Context: an optimization exercise on an open-source flow, tuned for small area. The choices shown serve that exercise and are no tape-out recipe.
The RTL was checked by simulation tests, not by an equivalence proof against the original design.
The flow treats the clock pin as an ideal source, which a real chip does not have.
Power and IR drop assume default switching activity.

== v6 ==
==> flow/design.v <==
`default_nettype none
module debouncer(
    input  wire i_clk,
    input  wire i_rst,
    input  wire i_in,
    output wire o_rise
);
    reg q_in, r_in, r_last, different, o_deb;
    reg [2:0] timer;
    wire ztimer = (timer == 3'b000);
    wire first  = (timer == 3'b001);
    wire fb     = ztimer ? different
                : ((~timer[2] & timer[0]) | (timer[2] & timer[1] & ~timer[0]));
    always @(posedge i_clk)
        if (i_rst) begin
            q_in <= 1'b0;
            r_in <= 1'b0;
            r_last <= 1'b0;
            different <= 1'b0;
            o_deb <= 1'b0;
            timer <= 3'b000;
        end else begin
            q_in <= i_in;
            r_in <= q_in;
            r_last <= r_in;
            timer <= {timer[1:0], fb};
            different <= (different & ~ztimer) | (r_in ^ o_deb);
            if (ztimer)
                o_deb <= r_last;
        end
    assign o_rise = o_deb & first & ~(different ^ r_last);
endmodule
`default_nettype wire
`default_nettype wire
module Clock_Generator (
    input  clk,
    input  rst,
    input  btnU,
    input  btnC,
    input  btnD,
    output reg tick,
    output reg reset
);
    wire eU, eC, eD;
    debouncer dU (.i_clk(clk), .i_rst(rst), .i_in(btnU), .o_rise(eU));
    debouncer dC (.i_clk(clk), .i_rst(rst), .i_in(btnC), .o_rise(eC));
    debouncer dD (.i_clk(clk), .i_rst(rst), .i_in(btnD), .o_rise(eD));
    reg pause;
    reg [1:0] i;
    reg [2:0] counter;
    reg slow_clk;
    wire pause_n = pause ^ eC;
    reg  ge;
    always @(*) begin
        case (i)
            2'd0: ge = (counter == 3'd7);
            2'd1: ge = (counter >= 3'd3);
            2'd2: ge = (counter != 3'd0);
            default: ge = 1'b1;
        endcase
    end
    wire toggle = ~pause_n & ge;
    always @(posedge clk) begin
        if (rst) begin
            pause <= 1'b0;
            i <= 2'd0;
            counter <= 3'd0;
            slow_clk <= 1'b0;
            tick <= 1'b0;
            reset <= 1'b0;
        end else begin
            pause <= pause_n;
            if (eD)
                i <= 2'd0;
            else if (~pause_n & eU)
                i <= i + 2'd1;
            if (eD | toggle)
                counter <= 3'd0;
            else if (~pause_n)
                counter <= counter + 3'd1;
            if (toggle)
                slow_clk <= ~slow_clk;
            tick <= toggle & ~slow_clk;
            reset <= eD;
        end
    end
endmodule
module Counter(
    input clk,
    input rst,
    input tick,
    input reset,
    output [31:0] data
);
    reg [3:0] a0, a1, b2, b4, b6, b7;
    reg [2:0] b3, b5;
    function [3:0] inc10(input [3:0] d, input c);
        inc10 = d ^ {c & ((d[3] & d[0]) | (d[2] & d[1] & d[0])),
                     c & d[1] & d[0],
                     c & d[0] & ~d[3],
                     c};
    endfunction
    function [2:0] inc6(input [2:0] d, input c);
        inc6 = d ^ {c & d[0] & (d[2] | d[1]),
                    c & d[0] & ~d[2],
                    c};
    endfunction
    wire c0 = tick;
    wire c1 = c0 & a0[3] & a0[0];
    wire c2 = c1 & a1[3] & a1[0];
    wire c3 = c2 & b2[3] & b2[0];
    wire c4 = c3 & b3[2] & b3[0];
    wire c5 = c4 & b4[3] & b4[0];
    wire c6 = c5 & b5[2] & b5[0];
    wire c7 = c6 & b6[3] & b6[0];
    always @(posedge clk) begin
        if (rst | reset) begin
            a0 <= 4'd0; a1 <= 4'd0; b2 <= 4'd0; b3 <= 3'd0;
            b4 <= 4'd0; b5 <= 3'd0; b6 <= 4'd0; b7 <= 4'd0;
        end else begin
            a0 <= inc10(a0, c0);
            a1 <= inc10(a1, c1);
            b2 <= inc10(b2, c2);
            b3 <= inc6(b3, c3);
            b4 <= inc10(b4, c4);
            b5 <= inc6(b5, c5);
            b6 <= inc10(b6, c6);
            b7 <= inc10(b7, c7);
        end
    end
    assign data = {b7, b6, 1'b0, b5, b4, 1'b0, b3, b2, a1, a0};
endmodule
`default_nettype wire
module Seven_Seg(
    input clk,
    input rst,
    input [31:0] data,
    output [7:0] anode,
    output dp,
    output reg [6:0] cathode
);
    reg [6:0] lfsr;
    reg       step;    
    reg [2:0] idx;     
    reg       valid;   
    wire wrap = lfsr[6] & (lfsr[3:0] == 4'd0);    
    always @(posedge clk) begin
        if (rst) begin
            lfsr <= 7'd0;
            step <= 1'b0;
            idx <= 3'd7;
            valid <= 1'b0;
        end else begin
            lfsr <= wrap ? 7'd0 : {lfsr[5:0], ~(lfsr[6] ^ lfsr[3])};
            step <= wrap;
            if (step) begin
                idx <= idx + 3'd1;
                valid <= 1'b1;
            end
        end
    end
    wire [7:0] sel = valid ? (8'd1 << idx) : 8'd0;
    assign anode = ~sel;
    assign dp = ~(sel[2] | sel[4] | sel[6]);
    wire [3:0] d = ({4{sel[0]}} & data[3:0])   | ({4{sel[1]}} & data[7:4])
                 | ({4{sel[2]}} & data[11:8])  | ({4{sel[3]}} & data[15:12])
                 | ({4{sel[4]}} & data[19:16]) | ({4{sel[5]}} & data[23:20])
                 | ({4{sel[6]}} & data[27:24]) | ({4{sel[7]}} & data[31:28]);
    always @(*) begin
        case (d)
            4'h0: cathode = 7'b1000000;
            4'h1: cathode = 7'b1111001;
            4'h2: cathode = 7'b0100100;
            4'h3: cathode = 7'b0110000;
            4'h4: cathode = 7'b0011001;
            4'h5: cathode = 7'b0010010;
            4'h6: cathode = 7'b0000010;
            4'h7: cathode = 7'b1111000;
            4'h8: cathode = 7'b0000000;
            4'h9: cathode = 7'b0010000;
            4'hA: cathode = 7'b0100100;
            4'hB: cathode = 7'b0110000;
            4'hC: cathode = 7'b0011001;
            4'hD: cathode = 7'b0010010;
            4'hE: cathode = 7'b0000010;
            default: cathode = 7'b1111000;
        endcase
    end
endmodule
`default_nettype wire
`timescale 1ns / 1ps
module Top(
    input clk,
    input rst,
    input btnU,
    input btnC,
    input btnD,
    output dp,
    output [7:0] SevenSegAn,
    output [6:0] SevenSegCat
);
    wire tick, reset;
    Clock_Generator Clock_Generator_inst(.clk(clk), .rst(rst), .btnU(btnU), .btnC(btnC), .btnD(btnD), .tick(tick), .reset(reset));
    wire [31:0] data;
    Counter Counter_inst(.clk(clk), .rst(rst), .tick(tick), .reset(reset), .data(data));
    Seven_Seg Seven_Seg_inst(.clk(clk), .rst(rst), .data(data), .anode(SevenSegAn), .dp(dp), .cathode(SevenSegCat));
endmodule
clock: 10.0 ns
lec_check: 0
cap_margin: 20
core_margin: 2
core_utilization: 40
slew_margin: 20
standard.sh (not shown) runs the stock make flow with config.mk's settings and CLKGATE_MAP_FILE= SYNTH_SCRIPT=/design/flow/synth_recipe.tcl, a recipe that flattens the netlist after the stock synthesis.
==> flow/flow/run.sh <==
#!/bin/bash
# Own layout flow: the standard synthesis, then an area re-mapping of its
# combinational logic (registers untouched: same instances, names and cell
# types), then the standard layout steps with small port buffers and a clock
# tree without dummy loads. Each tool writes its own log in this folder.
set -euo pipefail
W=$(pwd)
F=$W/flow
R=$W/orfs/results/$FLOW_PLATFORM/Top/base
YOSYS=${YOSYS_EXE:-$(command -v yosys || echo /OpenROAD-flow-scripts/tools/install/yosys/bin/yosys)}
LIB=$FLOW_HOME/platforms/sky130hd/lib/sky130_fd_sc_hd__tt_025C_1v80.lib
FF_RE='sky130_fd_sc_hd__[a-z]*df[a-z0-9_]* '

bash standard.sh synth > $W/standard_synth.log 2>&1
cp $R/1_2_yosys.v $W/standard_synth_netlist.v
nff=$(grep -cE "$FF_RE" $W/standard_synth_netlist.v)

# One round: re-map netlist $1 with each seed in $3 (4 at a time), tagged $2;
# prints "area file" of the smallest valid result.
remap_round() {
  local in=$1 tag=$2 seeds=$3 pids=() s a best="" bestA=""
  for s in $seeds; do
    sed "s/@SEED@/$s/" $F/abc.script > $W/abc_${tag}_$s.script
    REMAP_LIB=$LIB REMAP_IN=$in REMAP_OUT=$W/remapped_${tag}_$s.v \
    REMAP_ABC=$W/abc_${tag}_$s.script $YOSYS -c $F/remap.tcl > $W/remap_${tag}_$s.log 2>&1 &
    pids+=($!)
    if (( ${#pids[@]} >= 4 )); then
      for p in "${pids[@]}"; do wait $p || true; done
      pids=()
    fi
  done
  for p in "${pids[@]+"${pids[@]}"}"; do wait $p || true; done
  for s in $seeds; do
    [[ -f $W/remapped_${tag}_$s.v ]] || continue
    grep -q "ERROR" $W/remap_${tag}_$s.log && continue
    [[ $(grep -cE "$FF_RE" $W/remapped_${tag}_$s.v) == $nff ]] || continue
    a=$(grep "Chip area for module" $W/remap_${tag}_$s.log | tail -1 | awk '{print $NF}')
    # a mapping that lost its logic is not a candidate
    awk -v a=$a -v n=$nff 'BEGIN{exit !(a > n*20.02*1.3)}' || continue
    if [[ -z $best ]] || awk -v a=$a -v b=$bestA 'BEGIN{exit !(a < b)}'; then
      best=$W/remapped_${tag}_$s.v; bestA=$a
    fi
  done
  echo "$bestA $best"
}

# Several rounds, each starting from the best netlist so far.
cur=$W/standard_synth_netlist.v; curA=999999
round=0
for seeds in "$(cat $F/seeds.txt)" "21 22 23 24 25 26 27 28" "31 32 33 34 35 36 37 38" "41 42 43 44 45 46 47 48" "51 52 53 54 55 56 57 58"; do
  round=$((round+1))
  read -r a f <<< "$(remap_round $cur r$round "$seeds")"
  echo "round $round: best ${a:-none} ${f:-}" >> $W/remap_choice.log
  if [[ -n "${f:-}" ]] && awk -v a=$a -v b=$curA 'BEGIN{exit !(a < b)}'; then
    cur=$f; curA=$a
  fi
done
echo "chosen: $curA $cur" >> $W/remap_choice.log
if [[ $cur != $W/standard_synth_netlist.v ]]; then
  cp $cur $R/1_2_yosys.v
  rm -f $R/1_synth.odb
fi

export BUFFER_PORTS_ARGS="-buffer_cell sky130_fd_sc_hd__buf_1"
export CTS_ARGS="$(cat $F/cts_args.txt)"
export POST_CTS_TCL=$F/post_cts.tcl
bash standard.sh > $W/standard_layout.log 2>&1
==> flow/flow/post_cts.tcl <==
set slew_limit 0.115
set changed 0
for {set iter 0} {$iter < 6} {incr iter} {
  estimate_parasitics -placement
  set worst 0
  set worst_pin ""
  foreach pin [get_pins -of_objects [all_registers] -filter "name == CLK"] {
    set s [get_property $pin slew_max]
    if { $s > $worst } { set worst $s; set worst_pin $pin }
  }
  puts "post_cts: worst flip-flop clock pin slew $worst"
  if { $worst <= $slew_limit || $worst_pin eq "" } { break }
  set net [get_nets -of_objects $worst_pin]
  set drv [get_cells -of_objects [get_pins -of_objects $net -filter "direction == output"]]
  if { [get_property $drv ref_name] == "sky130_fd_sc_hd__clkbuf_8" } {
    set drv [get_cells clkbuf_0_clk]
    if { [get_property $drv ref_name] == "sky130_fd_sc_hd__clkbuf_8" } { break }
  }
  replace_cell $drv sky130_fd_sc_hd__clkbuf_8
  puts "post_cts: upsized [get_full_name $drv] to clkbuf_8"
  set changed 1
}
if { $changed } {
  detailed_placement
  check_placement -verbose
  estimate_parasitics -placement
}
Other scripts of this flow, unchanged in this note and not shown: flow/flow/abc.script, flow/flow/cts_args.txt, flow/flow/remap.tcl, flow/flow/seeds.txt
Setup changes, v6 to v7
--- a/flow/flow/run.sh
+++ b/flow/flow/run.sh
@@ -50 +50 @@
-for seeds in "$(cat $F/seeds.txt)" "21 22 23 24 25 26 27 28" "31 32 33 34 35 36 37 38" "41 42 43 44 45 46 47 48" "51 52 53 54 55 56 57 58"; do
+for seeds in "$(cat $F/seeds.txt)" "21 22 23 24 25 26 27 28" "31 32 33 34 35 36 37 38"; do
==> flow/flow/post_cts.tcl <==
set slew_limit 0.110
set changed 0
for {set iter 0} {$iter < 6} {incr iter} {
  estimate_parasitics -placement
  set worst_inst ""
  set worst 0
  foreach inst [get_cells clkbuf_*] {
    if { [get_property $inst ref_name] == "sky130_fd_sc_hd__clkbuf_8" } { continue }
    set out [get_pins -of_objects $inst -filter "direction == output"]
    set net [get_nets -of_objects $out]
    foreach l [get_pins -of_objects $net -filter "direction == input"] {
      set s [get_property $l slew_max]
      if { $s > $worst } { set worst $s; set worst_inst $inst }
    }
  }
  puts "post_cts: worst clock load slew $worst at [expr {$worst_inst eq "" ? "-" : [get_full_name $worst_inst]}]"
  if { $worst <= $slew_limit || $worst_inst eq "" } { break }
  replace_cell $worst_inst sky130_fd_sc_hd__clkbuf_8
  puts "post_cts: upsized [get_full_name $worst_inst] to clkbuf_8"
  set changed 1
}
if { $changed } {
  detailed_placement
  check_placement -verbose
  estimate_parasitics -placement
}
--- outcome ---
Re initial antenna violation count: no difference whatsoever between v7 and v6.
v6 → v7: tap cell instance count essentially unchanged, part of the cycle the worst path needs went down by 0.47 points, clock network fraction of design power rose 0.6 points, sequential share of layout area now sits at about the same level.

==> re-timing with driven ports <==
No port has a modelled driver above. Below, the same layouts with a new extraction and two added sets of constraints.
Step 1: set_driving_cell puts a clkbuf_16 on clk and a buf_2 on each other input, an assumption about the parent block.
Step 2, shift: input delay + t, output delay - t, t = (earliest + latest rising clock arrival at the registers) / 2. This alone moves slack from input paths to output paths.
Slacks: no drivers / after step 1 / after step 2; pairs: no drivers / after step 1.
| run | t, ns | slack for setup (ns) | hold WS [ns] | pins driven straight from the clock port |
|---|---|---|---|---|
| v6 | 0.416 | 4.908 / 4.883 / 5.299 | 0.422 / 0.422 / 0.422 | 1 |
| v7 | 0.351 | 4.955 / 4.928 / 5.279 | 0.421 / 0.421 / 0.421 | 1 |
After both steps setup and hold are still met in every run listed.
